Source: an optimization exercise on an open RTL-to-GDS flow (aim: small area). Production flows keep margins and buffers that such runs may drop. In this exercise RTL edits were held to simulation tests only and were not proved equivalent to the original. In every run shown here, the design's own scripts or RTL, not TritonCTS, make the clock network. The flow treats the clock pin as an ideal source. Dropping or thinning the clock tree relies on that and would not hold on a real chip. No activity file was given, so power comes from the tool's default toggle rates.

==> flow/design.v <==
module Mips (
    input clock,
    input reset,
    output [9:0] imem_addr,
    input [31:0] imem_data,
    output [9:0] dmem_addr,
    output [31:0] dmem_wdata,
    output dmem_we,
    input [31:0] dmem_rdata
);
    reg [4:0] ph;
    wire [4:0] ph_inc = ph ^ {&ph[3:0], &ph[2:0], &ph[1:0], ph[0], 1'b1};
    wire last = &ph;
    wire first = ~|ph;
    always @(posedge clock or negedge reset)
        if (!reset) ph <= 5'd0;
        else ph <= ph_inc;
    reg init;
    always @(posedge clock or negedge reset)
        if (!reset) init <= 1'b1;
        else if (last) init <= 1'b0;
    wire [31:0] ins = imem_data;
    wire [5:0] op = ins[31:26];
    wire [5:0] fn = ins[5:0];
    wire [4:0] rs = ins[25:21];
    wire [4:0] rt = ins[20:16];
    wire [4:0] rd = ins[15:11];
    wire is_r   = (op == 6'h00);
    wire r_sll  = is_r & (fn == 6'h04);
    wire r_srl  = is_r & (fn == 6'h06);
    wire r_sra  = is_r & (fn == 6'h07);
    wire r_jr   = is_r & (fn == 6'h08);
    wire r_mult = is_r & (fn == 6'h18);
    wire r_addt = is_r & (fn[5:2] == 4'b1000);    
    wire r_logic = is_r & (fn[5:2] == 4'b1001);   
    wire i_j    = (op == 6'h02);
    wire i_br   = (op[5:2] == 4'b0001);           
    wire i_addt = (op[5:1] == 5'b00100);          
    wire i_logic = (op[5:2] == 4'b0011) & ~(op[1] & op[0]);  
    wire i_lw   = (op == 6'h23);
    wire i_sw   = (op == 6'h2b);
    wire use_imm = i_addt | i_logic | i_lw | i_sw;
    wire do_sub  = (r_addt & fn[1]) | i_br;
    wire trap    = (r_addt & ~fn[0]) | (i_addt & ~op[0]);
    wire is_add  = r_addt | i_addt;
    wire alu_wr  = r_addt | r_logic | i_addt | i_logic;
    wire [1:0] lsel = is_r ? fn[1:0] : op[1:0];
    wire shift   = r_sll | r_srl | r_sra;
    wire sb = ph[4] ? ins[15] : ins[ph[3:0]];
    reg cwe;           
    reg [4:0] crd;
    reg cA, cB, cS;    
    reg [4:0] X;       
    reg pend_sw;
    wire C;            
    wire [31:0] rout, rin;
    wire wbit = C & ~init;
    genvar r;
    generate
        for (r = 0; r < 32; r = r + 1) begin : g_rf
            reg [31:0] q;
            wire we = init | (cwe & (crd == r));
            assign rin[r] = we ? wbit : q[0];
            always @(posedge clock)
                q <= {rin[r], q[31:1]};
            assign rout[r] = q[0];
        end
    endgenerate
    wire a = rin[rs];
    wire b = rin[rt];
    wire op2 = use_imm ? sb : b;
    wire op2x = op2 ^ do_sub;
    reg cy;
    wire cin = first ? do_sub : cy;
    wire sum = a ^ op2x ^ cin;
    wire cout = (a & op2x) | (a & cin) | (op2x & cin);
    always @(posedge clock) cy <= cout;
    reg lo;
    always @(*)
        case (lsel)
            2'b00: lo = a & op2;
            2'b01: lo = a | op2;
            2'b10: lo = a ^ op2;
            default: lo = ~(a | op2);
        endcase
    wire alu_out = is_add ? sum : lo;
    wire V = alu_wr ? alu_out : b;
    reg neq;
    always @(posedge clock) neq <= (~first & neq) | (a ^ b);
    wire eq = ~(neq | (a ^ b));
    wire lt = a ^ op2x ^ cout;
    wire taken = (op[1:0] == 2'b00) ? eq :
                 (op[1:0] == 2'b01) ? ~eq :
                 (op[1:0] == 2'b10) ? (lt | eq) : ~(lt | eq);
    wire ovf = (a == op2x) & (sum != a);
    reg [9:0] PC;
    reg [9:0] DA;
    wire [10:0] pck;
    assign pck[0] = 1'b1;
    genvar gp;
    generate
        for (gp = 0; gp < 10; gp = gp + 1) begin : g_pcinc
            assign pck[gp+1] = pck[gp] & PC[gp];
        end
    endgenerate
    wire [9:0] pc_inc = PC ^ pck[9:0];
    wire px = i_br & PC[ph[3:0]];
    reg tc;
    wire tcin = first ? i_br : tc;
    wire tbit = px ^ sb ^ tcin;
    always @(posedge clock) tc <= (px & sb) | (px & tcin) | (sb & tcin);
    wire win_lo = (ph < 5'd10);
    wire win_hi = (ph >= 5'd2) & (ph < 5'd12);
    wire da_en = (win_lo & (i_br | i_j | shift)) | (win_hi & (r_jr | i_lw | i_sw));
    wire din = (i_br | i_j) ? tbit : (i_lw | i_sw) ? sum : a;
    always @(posedge clock)
        if (da_en) DA <= {din, DA[9:1]};
    wire redirect = i_j | r_jr | (i_br & taken);
    always @(posedge clock or negedge reset)
        if (!reset) PC <= 10'd0;
        else if (last) PC <= redirect ? DA : pc_inc;
    reg [31:0] RD;
    always @(posedge clock)
        if (last & i_lw) RD <= dmem_rdata;
        else RD <= {V, RD[31:1]};
    always @(posedge clock or negedge reset)
        if (!reset) begin
            cwe <= 1'b0;
            pend_sw <= 1'b0;
        end else if (last) begin
            cwe <= (alu_wr & ~(trap & ovf)) | i_lw | r_mult | shift;
            pend_sw <= i_sw;
        end
    always @(posedge clock)
        if (last) begin
            crd <= is_r ? rd : rt;
            cA <= r_mult | r_sll;
            cB <= r_srl | r_sra;
            cS <= r_sll | r_sra;
            X <= r_mult ? rs : DA[4:0];
        end
    wire u = cS ? (ph == X) : rout[X];
    wire v = RD[0];
    reg [15:0] MA, MB, R;
    reg [15:0] MAn, MBn, xr, yr;
    integer m;
    always @(*)
        for (m = 0; m < 16; m = m + 1) begin
            MAn[m] = (ph == m) ? u : MA[m];
            MBn[m] = (ph == m) ? v : MB[m];
            xr[m] = u & MB[m];
            yr[m] = v & MAn[m];
        end
    wire [15:0] ms = R ^ xr ^ yr;
    wire [15:0] mc = (R & xr) | (R & yr) | (xr & yr);
    wire [16:0] tot;
    wire [16:0] mk;
    assign tot[0] = ms[0];
    assign mk[1] = 1'b0;
    genvar gi;
    generate
        for (gi = 1; gi < 16; gi = gi + 1) begin : g_mrip
            assign tot[gi] = ms[gi] ^ mc[gi-1] ^ mk[gi];
            assign mk[gi+1] = (ms[gi] & mc[gi-1]) | (ms[gi] & mk[gi]) | (mc[gi-1] & mk[gi]);
        end
    endgenerate
    assign tot[16] = mc[15] ^ mk[16];
    always @(posedge clock) begin
        MA <= last ? 16'd0 : MAn;
        MB <= last ? 16'd0 : MBn;
        R <= last ? 16'd0 : tot[16:1];
    end
    wire mul_out = tot[0];
    wire inrange = (ph <= ~X);
    reg Cprev;
    wire sh_out = inrange ? RD[X] : (cS & Cprev);
    assign C = cA ? mul_out : cB ? sh_out : RD[0];
    always @(posedge clock) Cprev <= C;
    assign imem_addr = PC;
    assign dmem_addr = DA;
    assign dmem_wdata = RD;
    assign dmem_we = pend_sw & first;
endmodule
==> flow/flow/run.sh <==
#!/bin/bash
# Own layout flow: the standard ORFS flow (standard.sh) with
#  - the standard synthesis script, except that Yosys extracts only full
#    adders (no half adders) and ABC maps with an area-oriented script
#    (flow/area.abc);
#    registers, their names and cells are those of the standard synthesis;
#  - port buffers of the smallest buffer cell;
#  - CTS without dummy loads, with larger sink clusters, and lightly loaded
#    leaf clock buffers downsized afterwards, and the two lowest levels of
#    clock buffers turned into inverters (flow/post_cts.tcl).
# Every tool's output goes to the ORFS logs under orfs/logs and to own_flow.log.
set -euo pipefail
HERE=$(pwd)
S=$FLOW_HOME/scripts/synth.tcl
sed -e 's|^  extract_fa {\*}\[dont_use_extract_fa_args\]$|  extract_fa -fa|' \
    -e "s|^  log_cmd abc {\*}\$abc_args\$|  set abc_args [lreplace \$abc_args 1 1 $HERE/flow/area.abc]\n  log_cmd abc {*}\$abc_args|" \
    "$S" > own_synth.tcl
grep -q '^  extract_fa -fa$' own_synth.tcl
grep -q 'flow/area.abc' own_synth.tcl
sed "s|source \$::env(SCRIPTS_DIR)/synth.tcl|source $HERE/own_synth.tcl|" synth_recipe.tcl > own_synth_recipe.tcl
grep -q own_synth.tcl own_synth_recipe.tcl
sed "s|SYNTH_SCRIPT=[^ ]*|SYNTH_SCRIPT=$HERE/own_synth_recipe.tcl|" standard.sh > own_standard.sh
grep -q own_synth_recipe.tcl own_standard.sh
export BUFFER_PORTS_ARGS="-buffer_cell sky130_fd_sc_hd__buf_1"
export CTS_ARGS="-sink_clustering_enable -repair_clock_nets -sink_clustering_size 36 -sink_clustering_max_diameter 50 -buf_list sky130_fd_sc_hd__clkbuf_16 -dont_use_dummy_load"
export POST_CTS_TCL=$HERE/flow/post_cts.tcl
bash own_standard.sh > own_flow.log 2>&1
==> flow/flow/area.abc <==
strash
dch -f
amap
topo
==> flow/flow/post_cts.tcl <==
set slew_limit 0.095
proc leaf_worst_slew { loads } {
  estimate_parasitics -placement
  set worst 0.0
  foreach p $loads {
    set s [get_property $p slew_max]
    if { $s > $worst } { set worst $s }
  }
  return $worst
}
set saved 0
foreach inst [get_cells -hierarchical clkbuf_leaf_*] {
  if { [get_property $inst ref_name] ne "sky130_fd_sc_hd__clkbuf_16" } { continue }
  set out [get_pins -of_objects $inst -filter "direction == output"]
  set loads [get_pins -of_objects [get_nets -of_objects $out] -filter "direction == input"]
  foreach cand { sky130_fd_sc_hd__clkbuf_4 sky130_fd_sc_hd__clkbuf_8 } {
    replace_cell $inst $cand
    set w [leaf_worst_slew $loads]
    if { $w <= $slew_limit } {
      puts "post_cts: [get_full_name $inst] ([llength $loads] sinks) -> $cand, slew [format %.3f $w] ns"
      incr saved
      break
    }
    replace_cell $inst sky130_fd_sc_hd__clkbuf_16
  }
}
# Then the buffers above the leaves, as long as no flip-flop clock pin gets
# a slower estimated slew than the worst one the leaves already have.
set all_loads {}
foreach inst [get_cells -hierarchical clkbuf_leaf_*] {
  set out [get_pins -of_objects $inst -filter "direction == output"]
  foreach p [get_pins -of_objects [get_nets -of_objects $out] -filter "direction == input"] { lappend all_loads $p }
}
set base [leaf_worst_slew $all_loads]
foreach inst [get_cells -hierarchical clkbuf_*] {
  set name [get_full_name $inst]
  if { [string match clkbuf_leaf_* $name] } { continue }
  if { [get_property $inst ref_name] ne "sky130_fd_sc_hd__clkbuf_16" } { continue }
  replace_cell $inst sky130_fd_sc_hd__clkbuf_8
  set w [leaf_worst_slew $all_loads]
  if { $w <= $base + 0.002 } {
    puts "post_cts: $name -> sky130_fd_sc_hd__clkbuf_8, worst sink slew [format %.3f $w] ns"
    incr saved
  } else {
    replace_cell $inst sky130_fd_sc_hd__clkbuf_16
  }
}
puts "post_cts: downsized $saved clock buffers"

# Turn each clock buffer whose loads are all leaf clock buffers, and those
# leaves, into inverters of the same drive: every flip-flop still sees an
# even number of inversions.
proc sink_slews { } {
  estimate_parasitics -placement
  set worst 0.0
  foreach inst [get_cells -hierarchical clkbuf_leaf_*] {
    set out [get_pins -of_objects $inst -filter "direction == output"]
    foreach p [get_pins -of_objects [get_nets -of_objects $out] -filter "direction == input"] {
      set s [get_property $p slew_max]
      if { $s > $worst } { set worst $s }
    }
  }
  return $worst
}
proc to_inverter { name } {
  set block [ord::get_db_block]
  set inst [$block findInst $name]
  set m [[$inst getMaster] getName]
  set inv [string map {clkbuf_ inv_} $m]
  if {![string match clkbuf_leaf_* $name]} { set inv sky130_fd_sc_hd__inv_16 }
  set master [[ord::get_db] findMaster $inv]
  set loc [$inst getLocation]
  set orient [$inst getOrient]
  set status [$inst getPlacementStatus]
  set in_net [[$inst findITerm A] getNet]
  set out_net [[$inst findITerm X] getNet]
  odb::dbInst_destroy $inst
  set new [odb::dbInst_create $block $master $name]
  [$new findITerm A] connect $in_net
  [$new findITerm Y] connect $out_net
  $new setOrient $orient
  $new setLocation [lindex $loc 0] [lindex $loc 1]
  $new setPlacementStatus $status
  return "$m -> $inv"
}
set groups {}
foreach inst [get_cells -hierarchical clkbuf_*] {
  set name [get_full_name $inst]
  if { [string match clkbuf_leaf_* $name] } { continue }
  set out [get_pins -of_objects $inst -filter "direction == output"]
  set loads [get_pins -of_objects [get_nets -of_objects $out] -filter "direction == input"]
  set leaves {}
  set ok 1
  foreach p $loads {
    set li [get_full_name [get_cells -of_objects $p]]
    if { ![string match clkbuf_leaf_* $li] } { set ok 0 }
    lappend leaves $li
  }
  if { $ok } { lappend groups [list $name $leaves] }
}
set n 0
foreach g $groups {
  puts "invert: [lindex $g 0] [to_inverter [lindex $g 0]]"
  foreach l [lindex $g 1] { puts "invert: $l [to_inverter $l]"; incr n }
}
global_connect
puts "post_cts: $n leaf clock buffers made inverters, worst estimated sink slew [format %.3f [sink_slews]] ns"
estimate_parasitics -placement

# Finally give each leaf inverter the smallest size that keeps its sinks'
# estimated slew within slew_limit (or the slew it has now, if larger).
set resized 0
foreach inst [get_cells -hierarchical clkbuf_leaf_*] {
  set m [get_property $inst ref_name]
  if { ![string match sky130_fd_sc_hd__inv_* $m] } { continue }
  set out [get_pins -of_objects $inst -filter "direction == output"]
  set loads [get_pins -of_objects [get_nets -of_objects $out] -filter "direction == input"]
  set now [leaf_worst_slew $loads]
  set lim [expr { max($slew_limit, $now) }]
  foreach cand { sky130_fd_sc_hd__inv_2 sky130_fd_sc_hd__inv_4 sky130_fd_sc_hd__inv_6 sky130_fd_sc_hd__inv_8 sky130_fd_sc_hd__inv_12 sky130_fd_sc_hd__inv_16 } {
    if { $cand eq $m } { break }
    replace_cell $inst $cand
    set w [leaf_worst_slew $loads]
    if { $w <= $lim && [sink_slews] <= [expr { max(0.120, $now) }] } {
      puts "post_cts: [get_full_name $inst] $m -> $cand, slew [format %.3f $w] ns"
      incr resized
      break
    }
    replace_cell $inst $m
  }
}
estimate_parasitics -placement
puts "post_cts: resized $resized leaf inverters, worst estimated sink slew [format %.3f [sink_slews]] ns"
==> flow/standard.sh <==
#!/bin/bash
# synth_recipe.tcl (not shown) runs the flow's synth.tcl, then flattens the netlist and writes it again
# the make line also repeats each setting of config.mk as NAME=value (left out here)
make -C /OpenROAD-flow-scripts/flow DESIGN_CONFIG=/design/flow/config.mk WORK_HOME=/design/flow/orfs CLKGATE_MAP_FILE= SYNTH_SCRIPT=/design/flow/synth_recipe.tcl "${@:-finish}"
==> flow/config.mk <==
export PLATFORM = sky130hd
export DESIGN_NAME = Mips
export DESIGN_NICKNAME = Mips
export VERILOG_FILES = /design/flow/design.v
export SDC_FILE = /design/flow/constraint.sdc
export NUM_CORES = 8
export LEC_CHECK = 0
export CAP_MARGIN = 20
export CORE_MARGIN = 2
export CORE_UTILIZATION = 60
export SLEW_MARGIN = 20
==> flow/constraint.sdc <==
create_clock -name core_clock -period 15.0 [get_ports {clock}]
set_input_delay 3.0000 -clock core_clock [delete_from_list [all_inputs] [get_ports {clock}]]
set_output_delay 3.0000 -clock core_clock [all_outputs]
set_load 0.01 [all_outputs]
==> impl_summary.log, run 1 <==
INFO  metric run_status = finished clean
INFO  metric via_count = 13690
INFO  metric first_global_vias = 13420
INFO  metric layout-area-overhead-vs-synth = 8.193%
INFO  metric finalInstanceArea = 0.03009 mm^2
INFO  metric clock_sink_count = roughly 1100
INFO  metric drt-total-wl = 46430 um
INFO  metric worst_r2r_endpoint = PC[5]
INFO  metric route.detailed.vias_per_inst = 5.115
INFO  metric antenna_violations_before_repair = 9
INFO  metric cpMostUsedCell = a21oi_1
INFO  metric syn-num-nets = a little under 2000
INFO  metric min_from = g_rf[16].q[30]
INFO  metric placedCellCount = 2614
INFO  metric clock_power_share = 0.292
INFO  metric drt-wirelength-per-cell = 17.35 um
INFO  metric fmax = 101.5 MHz
INFO  metric post_layout_nonfiller_instances = about 2700
INFO  metric peakVddDrop = 0.1529 mV
INFO  metric crit_arrival = 10350 ps
INFO  metric max_stage_delay = between 800 and 900 ps
INFO  metric final_cycle_utilization_of_the_critical_path = 0.6571
INFO  metric required = 15490 ps
INFO  metric io-pin-count = 119
INFO  metric endpoint_kind = register
INFO  metric core-area = 0.04558 mm^2
INFO  metric reg_power_frac = 0.684
INFO  metric floorplan.die_area = approximately 0.048 mm^2
INFO  metric setup-violations-final = 0
INFO  metric combinationalPowerShare = 0.023
INFO  metric power_density_over_cell_area = 150.9 mW/mm^2
INFO  metric worst_slew_margin_rel = 0.3030
INFO  metric dpl_cell_area = 0.02906 mm^2
INFO  metric post_route_cells_drive_above_1_share = 0.03375
INFO  metric skew = around 190 ps
INFO  metric grt_pass1_wl = 72520 um
INFO  metric postSynth.asyncResetShare = 0.01567
INFO  metric layout_min_cycle_time = between 9000 and 10000 ps
INFO  metric synth.most_common_cell = dfxtp_1
INFO  metric chipWidth = 219.3 um
INFO  metric initial_utilization = 0.6102
INFO  metric post_synth_inst_count = 1890
INFO  metric cellInternalPower = 3.349 mW
INFO  metric path_clk_slew = 90 ps
INFO  metric final.setup.tns = 0 ps
INFO  metric crit-reg2reg-launch = X[0]
INFO  metric synth_commonest_cells = 1108 x dfxtp_1, 154 x nor2_1, 86 x clkinv_1, 85 x a21oi_1, 61 x o22ai_1
INFO  metric yosysUniqueCellTypes = 43
INFO  metric floorplan.die.height = 219.3 um
INFO  metric gr-usage-all-layers = 0.1952
INFO  metric hold_class = reg -> reg
INFO  metric grt_start_max_net_pins = 74
INFO  metric p_total = 4.541 mW
INFO  metric buffer_and_inverter_count_on_the_worst_path = 5
INFO  metric cpLargestDelayFamily = compound AO/OA/AOI/OAI gates
INFO  metric crit_path_start_kind = register
INFO  metric hold_path_depth = 0
INFO  metric nNetsFinal = 2175
INFO  metric drcViolationCount = 0
INFO  metric flop_and_latch_count_out_of_synthesis = approximately 1100
INFO  metric finalHoldViolCount = 0
INFO  metric postSynth.topFlopCell = dfxtp_1
INFO  metric synth_area = 0.02781 mm^2
INFO  metric maxCapViolCount = 0
INFO  metric synth_sequential_area_ratio = 0.8387
INFO  metric critPathMaxFanout = 32
INFO  metric number_of_flops_mapped_to_enable_cells_by_yosys = 23
INFO  metric drtPass1Iterations = 5
INFO  metric dpl.hpwl = 30100 um
INFO  metric yosysTopAreaCellShare = 0.7976
INFO  metric grt_setup_unrepaired = no
INFO  metric timing.setup.critical_path_class = reg -> reg
INFO  metric setup.reg_to_reg.worst_slack = roughly 5100 ps
INFO  metric r2r_cells = 31
INFO  metric clk-insertion-delay-late = 760 ps
INFO  metric crit_slowest_cell = o31ai_1
INFO  metric first_iter_violations = 1035
INFO  metric place_congestion = 0.8971
INFO  metric switching_share = 0.2626
INFO  metric syn_avg_cell_area = 14.71 um^2
INFO  metric io_buffer_count = 118
INFO  metric whs_endpoint = g_rf[16].q[29]
INFO  metric timing.final.max_slew_violations = 0
INFO  metric final.fill_count = 3363
INFO  metric drtAntennaViolNets = 0
INFO  metric yosysTopAreaCell = dfxtp_1
INFO  metric worstMarginPinSlew = 1045 ps
INFO  metric post_synth_main_area_contributors = dfxtp_1 80%, edfxtp_1 2.5%, fa_1 2.4%
INFO  metric std_cell_rows = 78
INFO  metric yosysWarnings = 1
INFO  metric total_switching_power = around 1.2 mW
INFO  metric overflow = 0
INFO  metric worst_hold_slack = 207.7 ps
INFO  metric power.static_leakage = 11.56 nW
## layout make-up, clock buffers not listed
type	instances	area, um^2	area share
antenna	2	5.005	0.0001663
sequential	1149	23320	0.7752
tap	600	750.7	0.02495
multi-input combinational	654	4172	0.1386
inverter	144	1314	0.04366
timing repair buffer	126	510.5	0.01697
## routing by layer
metal | routed length (um) | GRT usage
met5 | 65 | 0
met4 | 1312 | 0.07185
met3 | 2291 | 0.03950
met2 | 20460 | 0.2976
met1 | 22300 | 0.2777
## stage by stage
step                worst slack, ps  utilization
detailed placement             4483       0.6377
global placement               4967       0.6377
global route                   4116       0.6601
floorplan                      4744            -
finish                         5143       0.6602
## layout by cell type, fill, tap and decap left out, types with 2 or more instances in the layout
cell type and instances:
nand4_1 12, a221o_1 2, o31ai_1 3, o21a_1 2, nor4_1 4, fa_1 33, dfrtp_1 17, inv_8 10
clkinv_1 86, o22ai_1 61, dfxtp_1 1108, nand3_1 8, a32oi_1 3, buf_4 7, inv_4 6, a221oi_1 15
o21ai_0 49, or3_1 7, nand2_1 41, o2111ai_1 2, diode_2 2, and3_1 2, o221ai_1 13, buf_1 118
nor2b_1 32, or2_0 7, a22oi_1 42, a31oi_1 4, a211oi_1 9, inv_16 42, nor2_1 153, o22a_1 38
a21oi_1 85, nor3_1 11, a222oi_1 3, edfxtp_1 23
## power by group through the flow
stage | combinational [mW] | sequential, mW | clock, mW
floorplan | 0.0595 | 3.17 | 0
global placement | 0.104 | 3.18 | 0
detailed placement | 0.105 | 3.18 | 0
global route | 0.118 | 3.11 | 1.49
finish | 0.105 | 3.11 | 1.33
## cells by family (layout without fill, tap and decap cells)
family | count (synthesis) | count (layout) | share of synthesized area
AO/OA/AOI/OAI | 340 | 340 | 0.08080
adder cells (fa/ha/maj) | 33 | 33 | 0.02375
AND/OR/NAND/NOR | 281 | 281 | 0.04490
buffers and inverters | 87 | 271 | 0.01188
other | 0 | 2 | 0
flip-flops | 1149 | 1149 | 0.8387
## worst max path at each step
stage          cells past startpoint  slack, ps     to  from
3_5_place_dp                      30       4480  PC[7]  X[0]
6_report                          31       5140  PC[5]  X[0]
5_1_grt                           31       4120  PC[5]  X[0]
3_3_place_gp                      29       4970  R[15]  X[0]
2_1_floorplan                     28       4740  R[15]  X[0]
## sequential cells by signal, summed over array words and instances, names as in the netlist, 5 cells and up
name and flops:
RD 32, X 5, ph 5, R 16
MA 16, crd 5, DA 10, g_rf.q 1024
PC 10, MB 16
==> inputs of run 2 (changes only) <==
--- a/flow/flow/run.sh
+++ b/flow/flow/run.sh
@@ -22,6 +22,6 @@
 sed "s|SYNTH_SCRIPT=[^ ]*|SYNTH_SCRIPT=$HERE/own_synth_recipe.tcl|" standard.sh > own_standard.sh
 grep -q own_synth_recipe.tcl own_standard.sh
 export BUFFER_PORTS_ARGS="-buffer_cell sky130_fd_sc_hd__buf_1"
-export CTS_ARGS="-sink_clustering_enable -repair_clock_nets -sink_clustering_size 36 -sink_clustering_max_diameter 50 -buf_list sky130_fd_sc_hd__clkbuf_16 -dont_use_dummy_load"
+export CTS_ARGS="-sink_clustering_enable -repair_clock_nets -sink_clustering_size 32 -sink_clustering_max_diameter 60 -buf_list sky130_fd_sc_hd__clkbuf_16 -dont_use_dummy_load"
 export POST_CTS_TCL=$HERE/flow/post_cts.tcl
 bash own_standard.sh > own_flow.log 2>&1
==> run 2 against run 1 <==
Net effect: hold slack gained 8.2 ps; die area is the same; via count shrank 0.38%; sequential share of layout area grew 0.32 points; clock power shrank 5%; largest power group unchanged; sequential power is essentially flat; register-to-register slack lost 30 ps; total power shrank 1.6%; utilization shrank 0.27 points; setup slack lost 32 ps; still clean on timing, DRC and antenna; maximum frequency shrank 0.32%.
==> impl_summary.log, run 2 <==
INFO  metric synth_sequential_area_ratio = 0.8387 (unchanged)
INFO  metric overflow = 0 (unchanged)
INFO  metric first_global_vias = 13220 (-1.5%)
INFO  metric drtPass1Iterations = 5 (unchanged)
INFO  metric max_stage_delay = 800 ps (-20 ps)
INFO  metric synth_xor_area_frac = 0 (unchanged)
INFO  metric final_cycle_utilization_of_the_critical_path = 0.6593 (+0.002134)
INFO  metric max_flop_register = g_rf.q
INFO  metric place_congestion = 0.8971 (unchanged)
INFO  metric post_synth_main_area_contributors = dfxtp_1 80%, edfxtp_1 2.5%, fa_1 2.4%
INFO  metric switching_share = 0.2569 (-0.005699)
INFO  metric synth.most_common_cell = dfxtp_1
INFO  metric synth_compound_gate_area_share = 0.08080 (unchanged)
INFO  metric crit-reg2reg-launch = X[0]
INFO  metric drtAntennaViolNets = 0 (unchanged)
INFO  metric final.fill_count = 3376 (+0.39%)
INFO  metric min_from = g_rf[16].q[30]
INFO  metric synth_area = 0.02781 mm^2 (unchanged)
INFO  metric postSynth.topFlopCell = dfxtp_1
INFO  metric r2r_cells = 31 (unchanged)
INFO  metric yosysUniqueCellTypes = 43 (unchanged)
INFO  metric cpMostUsedCell = a21oi_1
INFO  metric cellInternalPower = 3.321 mW (-0.82%)
INFO  metric number_of_flops_mapped_to_enable_cells_by_yosys = 23 (unchanged)
INFO  metric syn_avg_cell_area = 14.71 um^2 (unchanged)
INFO  metric skew = 149.1 ps (-43.19 ps)
INFO  metric clk-insertion-delay-late = 730 ps (-30 ps)
INFO  metric peakVddDrop = 0.1301 mV (-15%)
INFO  metric reg.largest.list = g_rf.q: 1024 flops, RD: 32 flops
INFO  metric final.setup.tns = 0 ps (unchanged)
INFO  metric combinationalPowerShare = 0.024 (about the same)
INFO  metric post_synthesis_share_of_cell_area_spent_on_full_adders_half_adders_and_majority_gates = 0.02375 (unchanged)
INFO  metric initial_utilization = 0.6102 (unchanged)
INFO  metric floorplan.die_area = 0.04809 mm^2 (unchanged)
INFO  metric final_common_cell = dfxtp_1
INFO  metric flip_flop_count_of_the_largest_register_all_copies_and_words_added = 1024 (unchanged)
INFO  metric dpl.hpwl = 30100 um (unchanged)
INFO  metric most-common-layout-cells = 1108 x dfxtp_1, 153 x nor2_1, 118 x buf_1, 86 x clkinv_1, 85 x a21oi_1
INFO  metric timing.final.max_slew_violations = 0 (unchanged)
INFO  metric yosysTopAreaCell = dfxtp_1
INFO  metric endpoint_kind = register
INFO  metric chipWidth = 219.3 um (unchanged)
INFO  metric total_switching_power = 1.148 mW (-3.7%)
INFO  metric clock_sink_count = 1149 (unchanged)
INFO  metric drt-total-wl = 46300 um (-0.27%)
INFO  metric via_count = 13640 (-0.38%)
INFO  metric run_status = finished clean
INFO  metric fmax = 101.1 MHz (-0.32%)
INFO  metric syn-num-nets = 1989 (unchanged)
INFO  metric clock_power_share = 0.281 (-0.011)
INFO  metric std_cell_rows = 78 (unchanged)
INFO  metric floorplan.die.height = 219.3 um (unchanged)
INFO  metric crit_path_start_kind = register
INFO  metric worst_hold_slack = 215.9 ps (+8.217 ps)
INFO  metric finalHoldViolCount = 0 (unchanged)
INFO  metric setup-violations-final = 0 (unchanged)
INFO  metric path_clk_slew = 90 ps (about the same)
INFO  metric place_ws = 4483 ps (unchanged)
INFO  metric drt-wirelength-per-cell = 17.36 um (about the same)
INFO  metric yosysWarnings = 1 (unchanged)
INFO  metric synth_simple_gate_area_share = 0.04490 (unchanged)
INFO  metric power.static_leakage = 11.49 nW (-0.61%)
INFO  metric drcViolationCount = 0 (unchanged)
INFO  metric nNetsFinal = 2166 (-0.41%)
INFO  metric maxCapViolCount = 0 (unchanged)
INFO  metric layout_min_cycle_time = 9889 ps (+32.01 ps)
INFO  metric p_total = 4.469 mW (-1.6%)
INFO  metric finalWorstSetupSlack = 5111 ps (-32.01 ps)
INFO  metric first_iter_violations = 950 (-8.2%)
INFO  metric hold_class = reg -> reg
INFO  metric post_synth_inst_count = 1890 (unchanged)
INFO  metric gr-usage-all-layers = 0.1930 (-0.002180)
INFO  metric timing.setup.critical_path_class = reg -> reg
INFO  metric required = 15490 ps (about the same)
INFO  metric grt_start_max_net_pins = 74 (unchanged)
INFO  metric worstMarginPinSlew = 1059 ps (+13.09 ps)
INFO  metric grt_pass1_wl = 71600 um (-1.3%)
INFO  metric worst_r2r_endpoint = PC[5]
INFO  metric dpl_cell_area = 0.02906 mm^2 (unchanged)
INFO  metric hold_path_depth = 0 (unchanged)
INFO  metric antenna_violations_before_repair = 9 (unchanged)
INFO  metric postSynth.asyncResetShare = 0.01567 (unchanged)
INFO  metric synth_commonest_cells = 1108 x dfxtp_1, 154 x nor2_1, 86 x clkinv_1, 85 x a21oi_1, 61 x o22ai_1
INFO  metric whs_endpoint = g_rf[16].q[29]
INFO  metric worst_slew_margin_rel = 0.2943 (-0.008726)
INFO  metric critPathMaxFanout = 32 (unchanged)
INFO  metric post_route_cells_drive_above_1_share = 0.02954 (-0.004211)
INFO  metric finalInstanceArea = 0.02997 mm^2 (-0.41%)
INFO  metric layout-area-overhead-vs-synth = 7.752%
INFO  metric crit_slowest_cell = o31ai_1
INFO  metric crit_arrival = 10380 ps (+30 ps)
INFO  metric combinational_family_with_the_most_area_after_synthesis = compound AO/OA/AOI/OAI gates
INFO  metric flop_and_latch_count_out_of_synthesis = 1149 (unchanged)
INFO  metric synthMuxAreaShare = 0 (unchanged)
INFO  metric io-pin-count = 119 (unchanged)
INFO  metric reg_power_frac = 0.695 (+0.011)
INFO  metric io_buffer_count = 118 (unchanged)
INFO  metric setup.reg_to_reg.worst_slack = 5110 ps (-30 ps)
INFO  metric route.detailed.vias_per_inst = 5.112 (about the same)
INFO  metric yosysTopAreaCellShare = 0.7976 (unchanged)
INFO  metric grt_setup_unrepaired = no
INFO  metric power_density_over_cell_area = 149.1 mW/mm^2 (-1.2%)
INFO  metric core-area = 0.04558 mm^2 (unchanged)
## run 2: cell counts after synthesis
Identical to the previous run, type by type.
## run 2: worst max-delay path: cells and delay by family, from the launching register on
kind            cells  cell delay, ps
compound gates     20            5230
fa+ha+maj           2             870
flops               1             560
buf+inv             5            2660
simple gates        4             480
## run 2: final cells by class, clock buffers not listed
type                    count  area (um^2)  area share
well taps                 600        750.7     0.02505
repair buffers            126        510.5     0.01704
inverters                 135         1191     0.03975
multi-input cells         654         4172      0.1392
diodes                      2        5.005   0.0001670
flip-flops and latches   1149        23320      0.7783
## run 2: cells by family (layout without fill, tap and decap cells)
family                     count (synthesis)  in the layout
and+or+nand+nor                          281            281
adders and majority gates                 33             33
DFF                                     1149           1149
buffers and inverters                     87            262
AOI/OAI and AO/OA                        340            340
other                                      0              2
## run 2: per-stage QoR
stage / std cells / utilization
2_1_floorplan: 1890 / -
3_3_place_gp: 2614 / 0.6377
3_5_place_dp: 2614 / 0.6377
5_1_grt: 2665 / 0.6574
6_report: 2667 / 0.6575
## run 2: power groups by stage
stage | clock, mW | combinational [mW] | sequential [mW]
3_5_place_dp | 0 | 0.105 | 3.18
2_1_floorplan | 0 | 0.0595 | 3.17
3_3_place_gp | 0 | 0.104 | 3.18
5_1_grt | 1.40 | 0.118 | 3.11
6_report | 1.26 | 0.105 | 3.11
## run 2: worst max-delay path by stage
stage | from | endpoint | slack [ps] | cells past startpoint
floorplan | X[0] | R[15] | 4740 | 28
finish | X[0] | PC[5] | 5110 | 31
detailed placement | X[0] | PC[7] | 4480 | 30
global placement | X[0] | R[15] | 4970 | 29
global route | X[0] | PC[5] | 4050 | 31
## run 2: layer usage
| metal | global-route usage | share of wire | up-vias |
|---|---|---|---|
| met5 | 0 | 0.0012 | - |
| met4 | 0.06779 | 0.028 | 10 |
| met3 | 0.04061 | 0.055 | 107 |
| met2 | 0.2947 | 0.44 | 320 |
| met1 | 0.2745 | 0.48 | 6492 |
| li1 | - | - | 6706 |
==> inputs of run 3 (changes only) <==
--- a/flow/design.v
+++ b/flow/design.v
@@ -54,12 +54,21 @@
     reg pend_sw;
     wire C;            
     wire [31:0] rout, rin;
+    wire [3:0] wP;
+    wire [7:0] wQ;
+    genvar pj;
+    generate for (pj = 0; pj < 8; pj = pj + 1) begin : g_pd
+        if (pj < 4) begin : g_p
+            assign wP[pj] = init | (cwe & (crd[1:0] == pj));
+        end
+        assign wQ[pj] = init | (crd[4:2] == pj);
+    end endgenerate
     wire wbit = C & ~init;
     genvar r;
     generate
         for (r = 0; r < 32; r = r + 1) begin : g_rf
             reg [31:0] q;
-            wire we = init | (cwe & (crd == r));
+            wire we = wP[r % 4] & wQ[r / 4];
             assign rin[r] = we ? wbit : q[0];
             always @(posedge clock)
                 q <= {rin[r], q[31:1]};
@@ -143,11 +152,18 @@
     wire v = RD[0];
     reg [15:0] MA, MB, R;
     reg [15:0] MAn, MBn, xr, yr;
+    wire [3:0] phl = {ph[1:0] == 2'd3, ph[1:0] == 2'd2, ph[1:0] == 2'd1, ph[1:0] == 2'd0};
+    wire [3:0] phh = {ph[3:2] == 2'd3, ph[3:2] == 2'd2, ph[3:2] == 2'd1, ph[3:2] == 2'd0} & {4{~ph[4]}};
+    wire [15:0] Em;
+    genvar ge;
+    generate for (ge = 0; ge < 16; ge = ge + 1) begin : g_em
+        assign Em[ge] = phl[ge % 4] & phh[ge / 4];
+    end endgenerate
     integer m;
     always @(*)
         for (m = 0; m < 16; m = m + 1) begin
-            MAn[m] = (ph == m) ? u : MA[m];
-            MBn[m] = (ph == m) ? v : MB[m];
+            MAn[m] = Em[m] ? u : MA[m];
+            MBn[m] = Em[m] ? v : MB[m];
             xr[m] = u & MB[m];
             yr[m] = v & MAn[m];
         end
--- a/flow/flow/run.sh
+++ b/flow/flow/run.sh
@@ -22,6 +22,6 @@
 sed "s|SYNTH_SCRIPT=[^ ]*|SYNTH_SCRIPT=$HERE/own_synth_recipe.tcl|" standard.sh > own_standard.sh
 grep -q own_synth_recipe.tcl own_standard.sh
 export BUFFER_PORTS_ARGS="-buffer_cell sky130_fd_sc_hd__buf_1"
-export CTS_ARGS="-sink_clustering_enable -repair_clock_nets -sink_clustering_size 32 -sink_clustering_max_diameter 60 -buf_list sky130_fd_sc_hd__clkbuf_16 -dont_use_dummy_load"
+export CTS_ARGS="-sink_clustering_enable -repair_clock_nets -sink_clustering_size 36 -sink_clustering_max_diameter 60 -buf_list sky130_fd_sc_hd__clkbuf_16 -dont_use_dummy_load"
 export POST_CTS_TCL=$HERE/flow/post_cts.tcl
 bash own_standard.sh > own_flow.log 2>&1
==> run 3 against run 2 <==
Net effect: critical endpoint is now R[14]; synthesized cell count down 0.58%; setup slack better by 54 ps; combinational power about the same; maximum frequency up 0.55%; largest cell class unchanged.
==> impl_summary.log, run 3 <==
INFO  metric run_status = finished clean
INFO  metric flip_flop_count_of_the_largest_register_all_copies_and_words_added = 1024 (unchanged)
INFO  metric via_count = 13420 (-1.6%)
INFO  metric clock_sink_count = 1149 (unchanged)
INFO  metric max_stage_delay = 720 ps (-80 ps)
INFO  metric synth_sequential_area_ratio = 0.8411 (+0.002460)
INFO  metric flop_and_latch_count_out_of_synthesis = 1149 (unchanged)
INFO  metric multi_input_gate_area = 0.004056 mm^2 (-2.8%)
INFO  metric dpl.hpwl = 29610 um (-1.6%)
INFO  metric antenna_violations_before_repair = 3 (-6)
INFO  metric setup-violations-final = 0 (unchanged)
INFO  metric required = 15450 ps (-40 ps)
INFO  metric max_flop_register = g_rf.q
INFO  metric route.detailed.vias_per_inst = 5.066 (-0.91%)
INFO  metric std_cell_rows = 78 (unchanged)
INFO  metric initial_utilization = 0.6097 (about the same)
INFO  metric io_buffer_count = 118 (unchanged)
INFO  metric power.static_leakage = 11.46 nW (-0.20%)
INFO  metric synth.most_common_cell = dfxtp_1
INFO  metric final.setup.tns = 0 ps (unchanged)
INFO  metric skew = 131.0 ps (-18.12 ps)
INFO  metric io-pin-count = 119 (unchanged)
INFO  metric seqCellArea = 0.02332 mm^2 (unchanged)
INFO  metric syn-num-nets = 1978 (-0.55%)
INFO  metric drcViolationCount = 0 (unchanged)
INFO  metric final_cycle_utilization_of_the_critical_path = 0.6557 (-0.003603)
INFO  metric most-common-layout-cells = 1108 x dfxtp_1, 190 x nor2_1, 117 x buf_1, 97 x clkinv_1, 88 x a21oi_1
INFO  metric path_clk_slew = 80 ps (about the same)
INFO  metric timing.final.max_slew_violations = 0 (unchanged)
INFO  metric yosysUniqueCellTypes = 42 (-2.3%)
INFO  metric worstMarginPinSlew = 1077 ps (+18.90 ps)
INFO  metric post_route_cells_drive_above_1_share = 0.02832 (-0.001220)
INFO  metric post_synth_inst_count = 1879 (-0.58%)
INFO  metric postSynth.topFlopCell = dfxtp_1
INFO  metric post_synth_main_area_contributors = dfxtp_1 80%, nor2_1 2.6%, edfxtp_1 2.5%
INFO  metric synth_area = 0.02773 mm^2 (-0.29%)
INFO  metric grt_pass1_wl = 73850 um (+3.1%)
INFO  metric drt-total-wl = 47190 um (+1.9%)
INFO  metric min_from = g_rf[0].q[30]
INFO  metric grt_setup_unrepaired = no
INFO  metric yosysTopAreaCell = dfxtp_1
INFO  metric chipWidth = 219.0 um (-0.14%)
INFO  metric finalHoldViolCount = 0 (unchanged)
INFO  metric first_global_vias = 13230 (+0.12%)
INFO  metric grt_start_max_net_pins = 75 (+1.4%)
INFO  metric worst_slew_margin_rel = 0.2784 (-0.01595)
INFO  metric timing.setup.critical_path_class = reg -> reg
INFO  metric drtAntennaViolNets = 0 (unchanged)
INFO  metric floorplan.die_area = 0.04795 mm^2 (-0.29%)
INFO  metric clk-insertion-delay-late = 710 ps (-20 ps)
INFO  metric syn_avg_cell_area = 14.76 um^2 (+0.29%)
INFO  metric crit_path_start_kind = register
INFO  metric yosysTopAreaCellShare = 0.7999 (+0.002339)
INFO  metric number_of_flops_mapped_to_enable_cells_by_yosys = 23 (unchanged)
INFO  metric peakVddDrop = 0.1528 mV (+17%)
INFO  metric final_common_cell = dfxtp_1
INFO  metric core-area = 0.04548 mm^2 (-0.21%)
INFO  metric nNetsFinal = 2149 (-0.78%)
INFO  metric floorplan.die.height = 219.0 um (-0.14%)
INFO  metric setup.reg_to_reg.worst_slack = 5170 ps (+50 ps)
INFO  metric yosysWarnings = 1 (unchanged)
INFO  metric post_layout_nonfiller_instances = 2649 (-0.67%)
INFO  metric overflow = 0 (unchanged)
INFO  metric drtPass1Iterations = 5 (unchanged)
INFO  metric maxCapViolCount = 0 (unchanged)
INFO  metric worst_hold_slack = 256.2 ps (+40.33 ps)
INFO  metric layout_min_cycle_time = 9835 ps (-54.04 ps)
INFO  metric placedCellCount = 2600 (-0.54%)
INFO  metric synth_commonest_cells = 1108 x dfxtp_1, 191 x nor2_1, 97 x clkinv_1, 88 x a21oi_1, 53 x o22ai_1
INFO  metric cpMostUsedCell = fa_1
INFO  metric crit_arrival = 10290 ps (-90 ps)
INFO  metric p_total = 4.468 mW (about the same)
INFO  metric endpoint_kind = register
INFO  metric reg.largest.list = g_rf.q: 1024 flops, RD: 32 flops
INFO  metric critPathMaxFanout = 32 (unchanged)
INFO  metric fmax = 101.7 MHz (+0.55%)
INFO  metric finalInstanceArea = 0.02985 mm^2 (-0.38%)
INFO  metric crit_slowest_cell = clkinv_1
INFO  metric gr-usage-all-layers = 0.2006 (+0.007582)
INFO  metric power_density_over_cell_area = 149.7 mW/mm^2 (+0.35%)
INFO  metric hold_class = reg -> reg
INFO  metric dpl_cell_area = 0.02897 mm^2 (-0.34%)
INFO  metric final.fill_count = 3241 (-4.0%)
INFO  metric launching_instance_or_port_of_the_critical_path = X[0]
INFO  metric first_iter_violations = 911 (-4.1%)
INFO  metric place_congestion = 0.8821 (-1.7%)
INFO  metric layout-area-overhead-vs-synth = 7.653% (about the same)
INFO  metric crit-reg2reg-launch = X[0]
INFO  metric postSynth.asyncResetShare = 0.01567 (unchanged)
INFO  metric drt-wirelength-per-cell = 17.82 um (+2.6%)
==> run 3: cell count changes after synthesis, sizes merged, moves of 11 or more <==
cell    previous run  this run
nand2             41        23
o21ai             49        15
clkinv            86        97
nor2             154       191
a31oi              4        16
==> run 3: logic make-up after synthesis <==
logic type / share of synthesized area
buf+inv: 0.01340
flops: 0.8411
simple gates: 0.04390
fa+ha+maj: 0.02382
compound gates: 0.07775
==> run 3: cell type report, clock buffers not listed <==
cell class / count / share of cell area
Inverter: 143 / 0.04070
Sequential cell: 1149 / 0.7813
Antenna cell: 1 / 0.00008383
Tap cell: 600 / 0.02515
Multi-Input combinational cell: 632 / 0.1359
Timing Repair Buffer: 123 / 0.01639
==> run 3: per-layer routing <==
metal	vias up	track usage	wire length, um
li1	6617	-	-
met1	6390	0.2905	22550
met2	300	0.3012	20710
met3	109	0.03423	2160
met4	4	0.08356	1750
met5	-	0	23
==> run 3: worst paths after layout <==
path / depth (start not counted) / to
setup / recovery: 30 / R[14]
hold / removal: 0 / g_rf[0].q[29]
setup reg to reg: 30 / R[14]
hold reg to reg: 0 / g_rf[0].q[29]
max in group asynchronous: 1 / init
min in group asynchronous: 1 / PC[5]
==> run 3: critical path: cells and delay by family (launching register included) <==
family                   cells  cell delay, ps
flip-flops                   1             330
AND/OR/NAND/NOR              4             470
adder cells (fa/ha/maj)     15            5940
AO/OA/AOI/OAI                7            1480
buffers and inverters        4            1450
==> run 3: per-stage QoR <==
step                utilization  setup WS [ps]
detailed placement       0.6369           5188
global route             0.6563           4532
global placement         0.6368           5426
floorplan                     -           4625
finish                   0.6564           5165
==> run 3: where the power goes <==
part / total, mW / internal, mW / leakage [nW] / switching (mW)
sequential: 3.11 / 3.09 / 9.38 / 0.0213
combinational: 0.104 / 0.0428 / 1.66 / 0.0614
clock: 1.26 / 0.188 / 0.427 / 1.07
total: 4.47 / 3.32 / 11.5 / 1.15

==> what the ideal ports hide <==
How much do the figures lean on ideal ports? The routed layouts below were timed once more, with nothing changed but the port constraints. Step 1: set_driving_cell puts a clkbuf_16 on clock and a buf_2 on each other input, an assumption about the parent block. Step 2 times the ports against the registers' clock, not the clock port: input delays grow and output delays shrink by t, the midpoint of the rising clock arrivals with the driver on. a / b / c = ideal ports / drivers / drivers and shift; a / b = the first two.
run | shift t [ns] | slack for setup (ns) | worst slew at a driven data input, ns | pins driven straight from the clock port
run 1 | 0.724 | 5.143 / 5.143 / 5.143 | 0.09 | 1
run 2 | 0.709 | 5.111 / 5.111 / 5.111 | 0.10 | 1
run 3 | 0.709 | 5.165 / 5.165 / 5.165 | 0.09 | 1
After both steps every run listed still meets setup and hold.
